Context: an optimization exercise on an open-source flow, tuned for small area, a short achievable clock period and few clock cycles. The choices shown serve that exercise and are no tape-out recipe.
The RTL was checked by simulation tests, not by an equivalence proof against the original design.

## flow/design.v (module list and top-level ports; edited modules follow where they fit)
// module FPTrig: 201 lines
// module mul24: 1956 lines
module FPTrig(
    input clock,
    input reset,
    input start,
    input [1:0] func,
    input [31:0] a_in,
    output reg [31:0] result,
    output reg done
    );
  // ...
==> flow/flow/run.sh <==
#!/bin/bash
# The standard layout (the standard.sh, standard synthesis included) with
# a larger setup margin for the resizer's timing repair, so that it keeps
# shortening paths below the 20 ns clock. Full make output goes to flow.log.
set -euo pipefail
bash standard.sh SETUP_SLACK_MARGIN=8 finish > flow.log 2>&1
==> flow/standard.sh <==
#!/bin/bash
# synth_recipe.tcl (not shown) runs the flow's synth.tcl, then flattens the netlist and writes it again
# the make line also repeats each setting of config.mk as NAME=value (left out here)
make -C /OpenROAD-flow-scripts/flow DESIGN_CONFIG=/design/flow/config.mk WORK_HOME=/design/flow/orfs CLKGATE_MAP_FILE= SYNTH_SCRIPT=/design/flow/synth_recipe.tcl "${@:-finish}"
==> flow/config.mk <==
export PLATFORM = sky130hd
export DESIGN_NAME = FPTrig
export DESIGN_NICKNAME = FPTrig
export VERILOG_FILES = /design/flow/design.v
export SDC_FILE = /design/flow/constraint.sdc
export NUM_CORES = 4
export LEC_CHECK = 0
export ABC_AREA = 1
export CAP_MARGIN = 20
export CORE_MARGIN = 2
export CORE_UTILIZATION = 30
export SLEW_MARGIN = 20
export TNS_END_PERCENT = 30
==> flow/constraint.sdc <==
create_clock -name core_clock -period 20.0 [get_ports {clock}]
set_input_delay 4.0000 -clock core_clock [delete_from_list [all_inputs] [get_ports {clock}]]
set_output_delay 4.0000 -clock core_clock [all_outputs]
set_load 0.01 [all_outputs]
==> notes.md, run 1 <==
* Congestion Overflow GR at 0
* Initial DRC count at 6,138
* Non-filler cells, final at 7,486
* Xor and xnor area share after synthesis at 10.11%
* GR Util met1 at 36.68%
* Syn Area/Cell at 6.530 sq um
* Unique masters post-synth at 67
* EDFF count, synth at 96
* WP depth at 68
* Status: no timing/DRC/antenna violations
* Placed Instance Area at 40,060 sq um
* Starting density of the core at 30.32%
* Multi-input combinational cell count at 4,417
* Worst hold start: c1
* Fillers at 13,453
* H-tree depth at 4
* Clk sinks at 117
* Layout cells sized above 1 at 11.37%
* Die height at 358.0 um
* Most used routing layer: met2
* Compound-Gate Fraction of Synth Area at 18.85%
* Met2 Use GR at 41.48%
* Setup_tns at 0 ns
* Tot GR Track Use at 26.85%
* CP endpoint: result[30]
Testbench counts, summed over its fixed seeds: cycles 47,984.
==> module FPTrig, before the edit <==
module FPTrig(
    input clock,
    input reset,
    input start,
    input [1:0] func,
    input [31:0] a_in,
    output reg [31:0] result,
    output reg done
    );
    localparam [31:0] ONE  = 32'h3f800000;
    localparam [31:0] PI_2 = 32'h3fc8f5c3;
    function [31:0] fadd_core(input [31:0] a, input [31:0] b);
        reg        swap;
        reg [7:0]  d, E;
        reg [23:0] L, Sx, S;
        reg [24:0] m;
        reg [4:0]  lz;
        begin
            swap = b[30:0] > a[30:0];
            d  = swap ? b[30:23] - a[30:23] : a[30:23] - b[30:23];
            L  = swap ? {1'b1, b[22:0]} : {1'b1, a[22:0]};
            Sx = swap ? {1'b1, a[22:0]} : {1'b1, b[22:0]};
            S  = (d >= 8'd24) ? 24'd0 : Sx >> d[4:0];
            E  = swap ? b[30:23] : a[30:23];
            m  = (a[31] ^ b[31]) ? {1'b0, L} - {1'b0, S} : {1'b0, L} + {1'b0, S};
            if (m[24]) begin
                fadd_core = {a[31], E + 8'd1, m[23:1]};
            end else begin
                lz[4] = m[23:8] == 16'd0;  if (lz[4]) m = m << 16;
                lz[3] = m[23:16] == 8'd0;  if (lz[3]) m = m << 8;
                lz[2] = m[23:20] == 4'd0;  if (lz[2]) m = m << 4;
                lz[1] = m[23:22] == 2'd0;  if (lz[1]) m = m << 2;
                lz[0] = ~m[23];            if (lz[0]) m = m << 1;
                fadd_core = {a[31] ^ ((a[31] ^ b[31]) & swap), E - (m[23] ? {3'd0, lz} : 8'd23), m[22:0]};
            end
        end
    endfunction
    function [31:0] faddsub(input [31:0] a, input [31:0] b, input sub);
        reg [31:0] bb;
        reg a0, b0;
        begin
            bb = {b[31] ^ sub, b[30:0]};
            a0 = a[30:0] == 31'd0;
            b0 = b[30:0] == 31'd0;
            if (sub ? b0 : (b0 & ~a0))
                faddsub = a;
            else if (sub && a == b)
                faddsub = 32'd0;
            else if (a0)
                faddsub = bb;
            else
                faddsub = fadd_core(a, bb);
        end
    endfunction
    function [3:0] add15(input [3:0] x, input [3:0] y);
        reg [3:0] g, p, c;
        begin
            g = x & y;
            p = x | y;
            c[0] = g[3] | (p[3] & g[2]) | (p[3] & p[2] & g[1]) | (p[3] & p[2] & p[1] & g[0]);
            c[1] = g[0] | (p[0] & c[0]);
            c[2] = g[1] | (p[1] & g[0]) | (p[1] & p[0] & c[0]);
            c[3] = g[2] | (p[2] & g[1]) | (p[2] & p[1] & g[0]) | (p[2] & p[1] & p[0] & c[0]);
            add15 = x ^ y ^ c;
        end
    endfunction
    function [3:0] qd15(input [3:0] r15, input [3:0] d);
        reg [3:0] r, g, p;
        reg       ge;
        begin
            r = (r15 == 4'd15) ? 4'd0 : r15;
            g = r & d;
            p = r ^ d;
            ge = g[3] | (p[3] & g[2]) | (p[3] & p[2] & g[1]) | (p[3] & p[2] & p[1] & g[0]) |
                 (p[3] & p[2] & p[1] & p[0]);
            qd15 = {r[3] ^ (ge & r[2] & r[1] & r[0]), r[2] ^ (ge & r[1] & r[0]), r[1] ^ (ge & r[0]), r[0] ^ ge};
        end
    endfunction
    function [31:0] fdivk(input [31:0] a, input [1:0] k, input [7:0] ed);
        reg        ge, p25, k5;
        reg [23:0] n;
        reg [21:0] u;
        reg [2:0]  g;
        reg [26:0] x, y, t;
        reg [31:0] v;
        reg [3:0]  c [0:7];
        reg [3:0]  s1, s2, s3, s4, s5, s6, p23, p45, p123;
        reg [23:0] q;
        reg [7:0]  e;
        reg [8:0]  te;
        integer i;
        begin
            n  = {1'b1, a[22:0]};
            k5 = k == 2'd2;
            u   = n[23:2];
            g   = n[1] ? (n[0] ? 3'd6 : 3'd3) : 3'd0;
            p25 = n >= 24'd11184811;
            case (k)
            2'd0:    ge = a[22];
            2'd1:    ge = a[22] & a[21] & a[20];
            default: ge = ~p25 | (n >= 24'd13981014);
            endcase
            x = k5 ? {5'd0, u} : {3'd0, n};
            y = k5 ? {2'd0, u, g} : {1'b0, n, 2'b00};
            t = x + y + {26'd0, ~k[1] & ~k[0] & ~ge};
            case (k)
            2'd0:    v = ge ? {4'd0, t, 1'b0} : {3'd0, t, 2'b01};           
            2'd1:    v = ge ? {5'd0, n, 3'b011} : {4'd0, n, 4'b0111};       
            default: v = p25 ? (ge ? {3'd0, t, 2'b11} : {2'd0, t, 3'b110})   
                             : {2'd0, t, 3'b011};                             
            endcase
            for (i = 0; i < 8; i = i + 1)
                c[i] = v[4*i +: 4];
            s6   = add15(c[6], c[7]);
            p45  = add15(c[4], c[5]);
            p23  = add15(c[2], c[3]);
            s5   = add15(c[5], s6);
            s4   = add15(p45, s6);
            p123 = add15(c[1], p23);
            s3   = add15(c[3], s4);
            s2   = add15(p23, s4);
            s1   = add15(p123, s4);
            q = {qd15(s6, v[23:20]), qd15(s5, v[19:16]), qd15(s4, v[15:12]),
                 qd15(s3, v[11:8]), qd15(s2, v[7:4]), qd15(s1, v[3:0])};
            e  = k5 ? a[30:23] + 8'd1 + {7'd0, p25} : a[30:23];
            te = {1'b0, e} - {1'b0, ed} + 9'd127 - {8'd0, ~ge};
            if (k5 && a[30:0] == 31'd0)
                fdivk = 32'd0;
            else if (e == 8'd255)
                fdivk = {a[31], 8'd255, 23'd0};
            else if (te[8])
                fdivk = {a[31], te[7] ? 8'd0 : 8'd255, 23'd0};
            else
                fdivk = {a[31], te[7:0], q[22:0]};
        end
    endfunction
    function [31:0] fhalf(input [31:0] a);
        begin
            if (a[30:23] == 8'd255)
                fhalf = {a[31], 8'd255, 23'd0};
            else if (a[30:23] == 8'd0)
                fhalf = {a[31], 31'd0};
            else
                fhalf = {a[31], a[30:23] - 8'd1, a[22:0]};
        end
    endfunction
    reg [31:0] X, A;
    reg sn1, sn2, sn3, sn4, sn5;
    reg c1, c2, c3, c4;
    reg a1, a2, a3, a4, a5, a6;
    reg ac1, ac2, ac3, ac4, ac5;
    wire first = sn1 | c1 | a1 | ac1;
    wire last  = sn5 | c4 | a6 | ac5;
    wire busy  = first | sn2 | sn3 | sn4 | c2 | c3 | a2 | a3 | a4 | a5 | ac2 | ac3 | ac4;
    wire m3    = sn3 | a3 | ac3;           
    wire m4    = sn4 | a4 | ac4;           
    wire [31:0] mul_a = first ? X : A;
    wire [31:0] mul_b = ({32{first | sn2 | a2 | ac2}} & X) | ({32{c2}} & A) | ({32{m3}} & result);
    wire [47:0] mul_p;
    mul24 u_mul(.x({1'b1, mul_a[22:0]}), .z({1'b1, mul_b[22:0]}), .p(mul_p));
    wire [7:0]  mul_e = mul_a[30:23] + mul_b[30:23] - 8'd126;
    wire [31:0] mul_y = (mul_a[30:0] == 31'b0 || mul_b[30:0] == 31'b0) ? 32'b0 :
                        mul_p[47] ? {mul_a[31] ^ mul_b[31], mul_e, mul_p[46:24]} :
                                    {mul_a[31] ^ mul_b[31], mul_e - 8'd1, mul_p[45:24], 1'b0};
    wire [31:0] div_in = m4 ? A : result;
    wire [1:0]  div_k  = sn4 ? 2'd1 : ((a4 | ac4) ? 2'd2 : 2'd0);
    wire [7:0]  div_ed = c3 ? 8'd131 : (sn4 ? 8'd133 : ((a4 | ac4) ? 8'd132 : 8'd129));
    wire [31:0] div_y  = fdivk(div_in, div_k, div_ed);
    wire [31:0] add_a = ({32{sn4 | a6 | ac4}} & X) | ({32{sn5 | ac5}} & result) | ({32{c2}} & ONE) |
                        ({32{c4 | a5}} & A) | ({32{ac2}} & PI_2);
    wire [31:0] add_b = ({32{sn4 | c4 | a5 | ac4}} & result) | ({32{sn5 | a6 | ac5}} & A) |
                        ({32{c2}} & fhalf(A)) | ({32{ac2}} & X);
    wire        add_sub = sn4 | c2 | ac2 | ac4 | ac5;
    wire [31:0] add_y = faddsub(add_a, add_b, add_sub);
    always @(posedge clock) begin
        if (reset) begin
            {sn1, sn2, sn3, sn4, sn5} <= 5'd0;
            {c1, c2, c3, c4} <= 4'd0;
            {a1, a2, a3, a4, a5, a6} <= 6'd0;
            {ac1, ac2, ac3, ac4, ac5} <= 5'd0;
        end else begin
            sn1 <= start & ~busy & (func == 2'd0);
            c1  <= start & ~busy & (func == 2'd1);
            a1  <= start & ~busy & (func == 2'd2);
            ac1 <= start & ~busy & (func == 2'd3);
            {sn2, sn3, sn4, sn5} <= {sn1, sn2, sn3, sn4};
            {c2, c3, c4} <= {c1, c2, c3};
            {a2, a3, a4, a5, a6} <= {a1, a2, a3, a4, a5};
            {ac2, ac3, ac4, ac5} <= {ac1, ac2, ac3, ac4};
        end
        done <= ~reset & last;
        if (start & ~busy) X <= a_in;
        else if (ac2) X <= add_y;
        if (first | m3) A <= mul_y;
        else if (m4) A <= div_y;
        else if (c2 | a5) A <= add_y;
        if (sn2 | a2 | ac2 | c2) result <= mul_y;
        else if (m3 | c3) result <= div_y;
        else if (sn4 | sn5 | c4 | a6 | ac4 | ac5) result <= add_y;
    end
endmodule
==> run 2: changes to the inputs <==
--- a/flow/design.v
+++ b/flow/design.v
@@ -10,12 +10,43 @@
     );
     localparam [31:0] ONE  = 32'h3f800000;
     localparam [31:0] PI_2 = 32'h3fc8f5c3;
+    function [4:0] clz24(input [23:0] m);
+        reg [31:0] x;
+        reg [15:0] v0, c0;
+        reg [7:0]  v1;
+        reg [15:0] c1;
+        reg [3:0]  v2;
+        reg [11:0] c2;
+        reg [1:0]  v3;
+        reg [7:0]  c3;
+        integer j;
+        begin
+            x = {m, 8'hff};
+            for (j = 0; j < 16; j = j + 1) begin
+                v0[j] = x[2*j+1] | x[2*j];
+                c0[j] = ~x[2*j+1];
+            end
+            for (j = 0; j < 8; j = j + 1) begin
+                v1[j] = v0[2*j+1] | v0[2*j];
+                c1[2*j +: 2] = v0[2*j+1] ? {1'b0, c0[2*j+1]} : {1'b1, c0[2*j]};
+            end
+            for (j = 0; j < 4; j = j + 1) begin
+                v2[j] = v1[2*j+1] | v1[2*j];
+                c2[3*j +: 3] = v1[2*j+1] ? {1'b0, c1[2*(2*j+1) +: 2]} : {1'b1, c1[2*(2*j) +: 2]};
+            end
+            for (j = 0; j < 2; j = j + 1) begin
+                v3[j] = v2[2*j+1] | v2[2*j];
+                c3[4*j +: 4] = v2[2*j+1] ? {1'b0, c2[3*(2*j+1) +: 3]} : {1'b1, c2[3*(2*j) +: 3]};
+            end
+            clz24 = v3[1] ? {1'b0, c3[7:4]} : {1'b1, c3[3:0]};
+        end
+    endfunction
     function [31:0] fadd_core(input [31:0] a, input [31:0] b);
         reg        swap;
         reg [7:0]  d, E;
         reg [23:0] L, Sx, S;
         reg [24:0] m;
-        reg [4:0]  lz;
+        reg [4:0]  lz, nz;
         begin
             swap = b[30:0] > a[30:0];
             d  = swap ? b[30:23] - a[30:23] : a[30:23] - b[30:23];
@@ -24,6 +55,7 @@
             S  = (d >= 8'd24) ? 24'd0 : Sx >> d[4:0];
             E  = swap ? b[30:23] : a[30:23];
             m  = (a[31] ^ b[31]) ? {1'b0, L} - {1'b0, S} : {1'b0, L} + {1'b0, S};
+            nz = clz24(m[23:0]);
             if (m[24]) begin
                 fadd_core = {a[31], E + 8'd1, m[23:1]};
             end else begin
@@ -32,7 +64,7 @@
                 lz[2] = m[23:20] == 4'd0;  if (lz[2]) m = m << 4;
                 lz[1] = m[23:22] == 2'd0;  if (lz[1]) m = m << 2;
                 lz[0] = ~m[23];            if (lz[0]) m = m << 1;
-                fadd_core = {a[31] ^ ((a[31] ^ b[31]) & swap), E - (m[23] ? {3'd0, lz} : 8'd23), m[22:0]};
+                fadd_core = {a[31] ^ ((a[31] ^ b[31]) & swap), E - ((nz == 5'd24) ? 8'd23 : {3'd0, nz}), m[22:0]};
             end
         end
     endfunction
@@ -158,7 +190,7 @@
     wire [31:0] mul_a = first ? X : A;
     wire [31:0] mul_b = ({32{first | sn2 | a2 | ac2}} & X) | ({32{c2}} & A) | ({32{m3}} & result);
     wire [47:0] mul_p;
-    mul24 u_mul(.x({1'b1, mul_a[22:0]}), .z({1'b1, mul_b[22:0]}), .p(mul_p));
+    mul24 u_mul(.x({1'b1, mul_b[22:0]}), .z({1'b1, mul_a[22:0]}), .p(mul_p));
     wire [7:0]  mul_e = mul_a[30:23] + mul_b[30:23] - 8'd126;
     wire [31:0] mul_y = (mul_a[30:0] == 31'b0 || mul_b[30:0] == 31'b0) ? 32'b0 :
                         mul_p[47] ? {mul_a[31] ^ mul_b[31], mul_e, mul_p[46:24]} :
==> flow/flow/run.sh (replaced) <==
#!/bin/bash
# The standard layout (the standard.sh, standard synthesis included) with
# a larger setup margin for the resizer's timing repair, so that it keeps
# shortening paths below the 20 ns clock. Full make output goes to flow.log.
set -euo pipefail
bash standard.sh SETUP_SLACK_MARGIN=11 finish > flow.log 2>&1
--- a/flow/config.mk
+++ b/flow/config.mk
@@ -10,4 +10,3 @@
 export CORE_MARGIN = 2
 export CORE_UTILIZATION = 30
 export SLEW_MARGIN = 20
-export TNS_END_PERCENT = 30
==> notes.md, run 2 <==
* Worst EP required at 20.18 ns (was 20.16 ns)
* Hold Vio Cnt, Final at 0 (unchanged)
* Synth area leaders: fa_1 14%, nand2_1 11%, ha_1 11%, inv_1 9.0%, xor2_1 8.8% (was fa_1 14%, nand2_1 12%, ha_1 11%, inv_1 9.1%, xor2_1 8.6%)
* Syn Std Cell Area at 37,500 sq um (was 37,590 sq um)
* Critical Path End Type: flip-flop (unchanged)
* R2R depth at 75 (was 68)
* TritonCTS buffer count at 17 (unchanged)
* RSZ-0062 raised after global routing: yes (unchanged)
* Sequential fraction of the synthesis area at 8.809% (was 8.788%)
* Leading cell types in the layout, fill and taps excluded: 948 x nand2_1, 830 x inv_1, 380 x buf_4 (was 1,148 x nand2_1, 891 x inv_1, 363 x xor2_1)
* EDFF count, synth at 96 (unchanged)
* Max Root-Sink Buffers at 2 (unchanged)
* Ys async rst share at 0% (unchanged)
* CTS Hold Buffers Added at 0 (unchanged)
* Dpl hpwl at 134,400 um (was 133,700 um)
* Worst-Margin Slew at 1.263 ns (was 1.165 ns)
* Met3 GRT Util at 8.025% (was 4.509%)
* Setup_tns at 0 ns (unchanged)
* Commonest non-fill, non-tap cell in the layout: nand2_1 (unchanged)
* Vias per inst at 5.826 (was 5.693)
* Worst hold margin at 0.4319 ns (was 0.4309 ns)
* Startpoint Class: flip-flop (unchanged)
* Skew final at 0.01809 ns (was 0.009962 ns)
* Core area at 123,800 sq um (was 124,000 sq um)
* Largest net degree at the start of global routing at 59 (was 65)
* Status: no timing/DRC/antenna violations (unchanged)
* Top-count cell post-synth: nand2_1 (unchanged)
* Layout cells sized above 1 at 20.25% (was 11.37%)
* NumNets Final at 6,587 (was 6,455)
* GPL Wtd Cong at 1.015 (was 1.017)
* Final Cycle Share at 56.98% (was 57.79%)
* TritonCTS clock tree: done (unchanged)
* Largest registers: A: 32 flops, X: 32 flops, result: 32 flops (unchanged)
* Ys flop type: edfxtp_1 (unchanged)
* Setup CP Type: reg -> reg (unchanged)
* Initial antenna violation count at 4 (was 5)
* Vias at 44,409 (was 42,620)
* Synth Net Count at 6,316 (was 6,375)
* Fmax at 0.08774 GHz (was 0.08652 GHz)
* I/O pins at 70 (unchanged)
* Area Growth Syn to Fin at 27.39% (was 16.45%)
* First-pass GRT wire length at 271,800 um (was 259,000 um)
* FP Rows at 129 (unchanged)
* Synth Instances at 5,701 (was 5,756)
* Synth top cells by count: 1,074 x nand2_1, 895 x inv_1, 388 x nand3_1 (was 1,201 x nand2_1, 907 x inv_1, 371 x xor2_1)
* Initial DRT Pass Iterations at 10 (was 7)
* Setup violations, final at 0 (unchanged)
* Tot GR Track Use at 28.07% (was 26.85%)
* Yosys reg bits at 117 (unchanged)
* H-tree depth at 4 (unchanged)
* Starting density of the core at 30.29% (was 30.32%)
* Min-Delay Path Class: reg -> reg (unchanged)
* Post-route ant nets at 0 (unchanged)
* Ys Warns at 2 (unchanged)
* Most used routing layer: met2 (unchanged)
* # port buffers at 69 (unchanged)
* Die Width at 357.6 um (was 358.0 um)
* Die Area at 127,800 sq um (was 128,100 sq um)
* WL final at 188,100 um (was 179,600 um)
* Root buffer cell: clkbuf_16 (unchanged)
* Skew-Pair Late Insertion Delay at 0.44 ns (was 0.45 ns)
* Max cap viols at 0 (unchanged)
* Met2 Use GR at 40.21% (was 41.48%)
* Data arrival, critical path at 11.58 ns (was 11.72 ns)
* Max Slew Vio Count at 0 (unchanged)
* Congestion Overflow GR at 0 (unchanged)
* DRC Markers at 0 (unchanged)
* Post-synth top area cell: fa_1 (unchanged)
* Unique masters post-synth at 72 (was 67)
* Reg clk slew, reported paths at 0.05 ns (was 0.06 ns)
* GR Util met1 at 38.64% (was 36.68%)
* Routed length per instance at 24.67 um (was 24.00 um)
* Synth top area share at 13.83% (was 13.79%)
* CP max-delay cell: fa_1 (was clkinvlp_4)
* Number of global-route vias before repair at 41,861 (was 39,686)
* Hold depth at 2 (unchanged)
* Die height at 357.6 um (was 358.0 um)
* Clk sinks at 117 (unchanged)
* CP max stage delay at 0.46 ns (was 0.55 ns)
* Syn Area/Cell at 6.578 sq um (was 6.530 sq um)
* CP max FO at 7 (was 30)
* Initial DRC count at 6,123 (was 6,138)
* Clock period minus final worst setup slack at 11.40 ns (was 11.56 ns)
* Relative slew margins at 14.91% (was 21.65%)
==> run 2: timing repair <==
action | in CTS | in global routing
resized for setup | 509 | 352
setup endpoints to repair | 96 | 96
setup buffers | 228 | 118
pin swaps | 253 | 309
hold endpoints to repair | 0 | 0
cloned | 28 | 7
==> run 2: worst max-delay path: cells and delay by family (launching register included) <==
kind            cells  cell delay (ns)
buf+inv            11             1.02
flops               1             0.36
compound gates     26             3.43
simple gates       25             2.64
fa+ha+maj          10             3.00
xor+xnor            3             0.67
==> run 2: kinds of logic after synthesis <==
| logic type | count (synthesis) | share of synthesized area (%) |
|---|---|---|
| AOI/OAI and AO/OA | 1301 | 20.42 |
| adders and majority gates | 579 | 24.50 |
| other | 2 | 0.02003 |
| buffers and inverters | 1226 | 12.62 |
| xor gates and xnor gates | 442 | 10.32 |
| muxes | 3 | 0.08008 |
| and+or+nand+nor | 2031 | 23.23 |
| DFF | 117 | 8.808 |
==> run 2: path summary, 6_finish.rpt <==
kind	start	endpoint	slack, ns
max	sn4	A[5]	8.60
max reg2reg	sn4	A[5]	8.60
min reg2reg	a1	a2	0.43
min	a1	a2	0.43
==> run 2: layer usage <==
metal / vias up / wire length (um)
li1: 19530 / -
met2: 3226 / 76260
met4: 4 / 10410
met3: 630 / 25820
met5: - / 27
met1: 21019 / 75560
==> run 2: final cells by class <==
class / count / area (sq um)
Inverter: 931 / 3655
Antenna cell: 1 / 2.502
Clock inverter: 4 / 46.29
Clock buffer: 28 / 516.7
Sequential cell: 117 / 3309
Timing Repair inverter: 6 / 40.04
Timing Repair Buffer: 523 / 4708
Tap cell: 1637 / 2048
Multi-Input combinational cell: 4376 / 33450
Fill cell: 12813 / 76030
==> run 2: stage by stage <==
stage	std cells	setup WS (ns)	utilization, %	instance area, sq um
finish	7623	8.603	38.59	47770
global route	7622	8.019	38.59	47770
CTS	7497	8.719	36.60	45310
detailed placement	7209	5.570	32.72	40500
global placement	7209	5.728	32.72	40500
floorplan	5701	9.289	-	38050
Testbench counts of run 2, summed over its fixed seeds: cycles 47,984.
==> run 3: changes to the inputs <==
--- a/flow/design.v
+++ b/flow/design.v
@@ -69,20 +69,16 @@
         end
     endfunction
     function [31:0] faddsub(input [31:0] a, input [31:0] b, input sub);
-        reg [31:0] bb;
-        reg a0, b0;
+        reg [31:0] bb, sv;
+        reg a0, b0, ra, rz;
         begin
             bb = {b[31] ^ sub, b[30:0]};
             a0 = a[30:0] == 31'd0;
             b0 = b[30:0] == 31'd0;
-            if (sub ? b0 : (b0 & ~a0))
-                faddsub = a;
-            else if (sub && a == b)
-                faddsub = 32'd0;
-            else if (a0)
-                faddsub = bb;
-            else
-                faddsub = fadd_core(a, bb);
+            ra = sub ? b0 : (b0 & ~a0);
+            rz = sub && a == b;
+            sv = ra ? a : (rz ? 32'd0 : bb);
+            faddsub = (ra | rz | a0) ? sv : fadd_core(a, bb);
         end
     endfunction
     function [3:0] add15(input [3:0] x, input [3:0] y);
--- a/flow/config.mk
+++ b/flow/config.mk
@@ -10,3 +10,4 @@
 export CORE_MARGIN = 2
 export CORE_UTILIZATION = 30
 export SLEW_MARGIN = 20
+export TNS_END_PERCENT = 30
==> notes.md, run 3 <==
* CTS Hold Buffers Added at 0 (unchanged)
* TritonCTS buffer count at 17 (unchanged)
* EDFF count, synth at 96 (unchanged)
* # port buffers at 69 (unchanged)
* Max Root-Sink Buffers at 2 (unchanged)
* Synth top cells by count: 1,099 x nand2_1, 923 x inv_1, 453 x nand3_1 (was 1,074 x nand2_1, 895 x inv_1, 388 x nand3_1)
* Sequential fraction of the synthesis area at 8.666% (was 8.809%)
* Die Width at 360.5 um (was 357.6 um)
* Congestion Overflow GR at 0 (unchanged)
* NumNets Final at 6,612 (was 6,587)
* Initial antenna violation count at 1 (was 4)
* Ys Warns at 2 (unchanged)
* Syn Area/Cell at 6.583 sq um (was 6.578 sq um)
* Startpoint Class: flip-flop (unchanged)
* Setup_tns at 0 ns (unchanged)
* Setup CP Type: reg -> reg (unchanged)
* Layout cells sized above 1 at 18.47% (was 20.25%)
* Synth top area share at 13.60% (was 13.83%)
* Core area at 125,900 sq um (was 123,800 sq um)
* Clock period minus final worst setup slack at 11.66 ns (was 11.40 ns)
* Data arrival, critical path at 11.86 ns (was 11.58 ns)
* Fmax at 0.08573 GHz (was 0.08774 GHz)
* Vias at 44,004 (was 44,409)
* First-pass GRT wire length at 260,200 um (was 271,800 um)
* Largest registers: A: 32 flops, X: 32 flops, result: 32 flops (unchanged)
* Ys async rst share at 0% (unchanged)
* H-tree depth at 4 (unchanged)
* I/O pins at 70 (unchanged)
* Reg clk slew, reported paths at 0.06 ns (was 0.05 ns)
* Worst hold margin at 0.4330 ns (was 0.4319 ns)
* Ys flop type: edfxtp_1 (unchanged)
* Commonest non-fill, non-tap cell in the layout: nand2_1 (unchanged)
* Synth Net Count at 6,405 (was 6,316)
* Yosys reg bits at 117 (unchanged)
* Area Growth Syn to Fin at 24.09% (was 27.39%)
* GPL Wtd Cong at 1.003 (was 1.015)
* TritonCTS clock tree: done (unchanged)
* Status: no timing/DRC/antenna violations (unchanged)
* Tot GR Track Use at 26.02% (was 28.07%)
* Clk sinks at 117 (unchanged)
* Worst-Margin Slew at 1.299 ns (was 1.263 ns)
* Synth Instances at 5,790 (was 5,701)
* Vias per inst at 5.742 (was 5.826)
* Syn Std Cell Area at 38,120 sq um (was 37,500 sq um)
* Hold Vio Cnt, Final at 0 (unchanged)
* Min-Delay Path Class: reg -> reg (unchanged)
* Leading cell types in the layout, fill and taps excluded: 1,003 x nand2_1, 854 x inv_1, 377 x nand3_1 (was 948 x nand2_1, 830 x inv_1, 380 x buf_4)
* Critical Path End Type: flip-flop (unchanged)
* Largest net degree at the start of global routing at 70 (was 59)
* Starting density of the core at 30.28% (was 30.29%)
* Post-route ant nets at 0 (unchanged)
* Crit-path most repeated cell: nand2_2
* Initial DRC count at 5,519 (was 6,123)
* Routed length per instance at 23.62 um (was 24.67 um)
* Synth area leaders: fa_1 14%, nand2_1 11%, ha_1 10%, inv_1 9.1%, xor2_1 8.5% (was fa_1 14%, nand2_1 11%, ha_1 11%, inv_1 9.0%, xor2_1 8.8%)
* CP max-delay cell: fa_2 (was fa_1)
* Initial DRT Pass Iterations at 8 (was 10)
* FP Rows at 130 (was 129)
* Relative slew margins at 13.28% (was 14.91%)
* Max cap viols at 0 (unchanged)
* Dpl hpwl at 130,300 um (was 134,400 um)
* CP max FO at 8 (was 7)
* Die height at 360.5 um (was 357.6 um)
* Final Cycle Share at 58.32% (was 56.98%)
* RSZ-0062 raised after global routing: yes (unchanged)
* Setup violations, final at 0 (unchanged)
* CP max stage delay at 0.43 ns (was 0.46 ns)
* DRC Markers at 0 (unchanged)
* WL final at 181,000 um (was 188,100 um)
* Fillers at 13,353 (was 12,813)
* Post-synth top area cell: fa_1 (unchanged)
* Skew final at 0.01059 ns (was 0.01809 ns)
* Worst EP required at 20.19 ns (was 20.18 ns)
* Skew-Pair Late Insertion Delay at 0.45 ns (was 0.44 ns)
* Die Area at 129,900 sq um (was 127,800 sq um)
* Number of global-route vias before repair at 40,903 (was 41,861)
* Root buffer cell: clkbuf_16 (unchanged)
* Unique masters post-synth at 73 (was 72)
* Max Slew Vio Count at 0 (unchanged)
* Top-count cell post-synth: nand2_1 (unchanged)
## run 3: changes by cell type in the layout (fill, tap and decap cells not counted), sizes merged, moves of 7 or more
| cell | delta |
|---|---|
| a21oi | -7 |
| a22oi | -17 |
| inv | +29 |
| o211ai | -23 |
| buf | -63 |
| a21boi | -8 |
| nand3 | +80 |
| o2111ai | +9 |
| o221ai | +8 |
| nand2 | +45 |
| o22ai | +38 |
| o21ai | -50 |
## run 3: metrics by stage
step	utilization, %	cell area [sq um]	worst slack (ns)	std cells
5_1_grt	37.56	47290	7.622	7660
2_1_floorplan	-	38390	9.676	5790
6_report	37.57	47300	8.336	7663
3_5_place_dp	32.35	40720	6.056	7307
4_1_cts	34.59	43550	8.575	7462
3_3_place_gp	32.35	40720	6.255	7307
## run 3: worst paths after layout
path / cells past startpoint / slack (ns) / endpoint / startpoint
worst max-delay path: 91 / 8.34 / A[1] / sn4
worst min-delay path: 2 / 0.43 / c2 / c1
worst max register to register: 91 / 8.34 / A[1] / sn4
worst min register to register: 2 / 0.43 / c2 / c1
## run 3: final cells by class
cell class | count | area [sq um] | area share, %
multi-input combinational | 4430 | 33130 | 70.05
timing repair buffer | 470 | 4380 | 9.261
inverter | 958 | 3746 | 7.920
sequential | 117 | 3314 | 7.008
tap | 1650 | 2064 | 4.365
clock buffer | 21 | 525.5 | 1.111
clock inverter | 11 | 103.9 | 0.2196
timing repair inverter | 3 | 22.52 | 0.04762
antenna | 3 | 7.507 | 0.01587
## run 3: kinds of logic after synthesis
family | count (synthesis) | synth area share [%]
AOI/OAI and AO/OA | 1234 | 19.06
xor gates and xnor gates | 438 | 10.06
adders and majority gates | 579 | 24.10
buffers and inverters | 1257 | 13.13
DFF | 117 | 8.666
other | 2 | 0.01970
and+or+nand+nor | 2163 | 24.96
## run 3: what timing repair did
action	4_1_cts	5_1_grt
endpoints found under the setup margin	96	96
pin swaps	105	201
gates cloned	18	19
resized for setup	283	445
setup buffers	105	177
## run 3: metal layers
layer | GRT usage (%) | up-vias | share of wire [%]
li1 | - | 19628 | -
met5 | 0 | - | 0
met4 | 13.91 | 0 | 6.6
met2 | 39.10 | 2848 | 42
met1 | 33.85 | 20873 | 40
met3 | 6.973 | 655 | 12
## run 3: critical path: cells and delay by family (launching register included)
family / cells / cell delay [ns]
AO/OA/AOI/OAI: 24 / 3.24
AND/OR/NAND/NOR: 39 / 3.22
adder cells (fa/ha/maj): 9 / 2.45
buffers and inverters: 15 / 1.26
XOR/XNOR: 4 / 0.76
flip-flops: 1 / 0.39
Testbench counts of run 3, summed over its fixed seeds: cycles 47,984.

-- re-timing with driven ports --
The results above use ideal ports. As a check the final layouts listed here were re-extracted and re-timed, cells and wires unchanged.
Step 1 sets driving cells, clkbuf_16 on the clock port and buf_2 on the other inputs (assumed; they add their load-dependent delay and slew).
Step 2, shift: input delay + t, output delay - t, t = (earliest + latest rising clock arrival at the registers) / 2. This alone moves slack from input paths to output paths.
Slacks: no drivers / after step 1 / after step 2; pairs: no drivers / after step 1.
run	t (ns)	slack for setup (ns)	worst setup path at the end
run 1	0.490	8.442 / 8.442 / 8.442	register to register
run 2	0.481	8.603 / 8.603 / 8.603	register to register
run 3	0.490	8.336 / 8.336 / 8.336	register to register
After both steps every run listed still meets setup and hold.
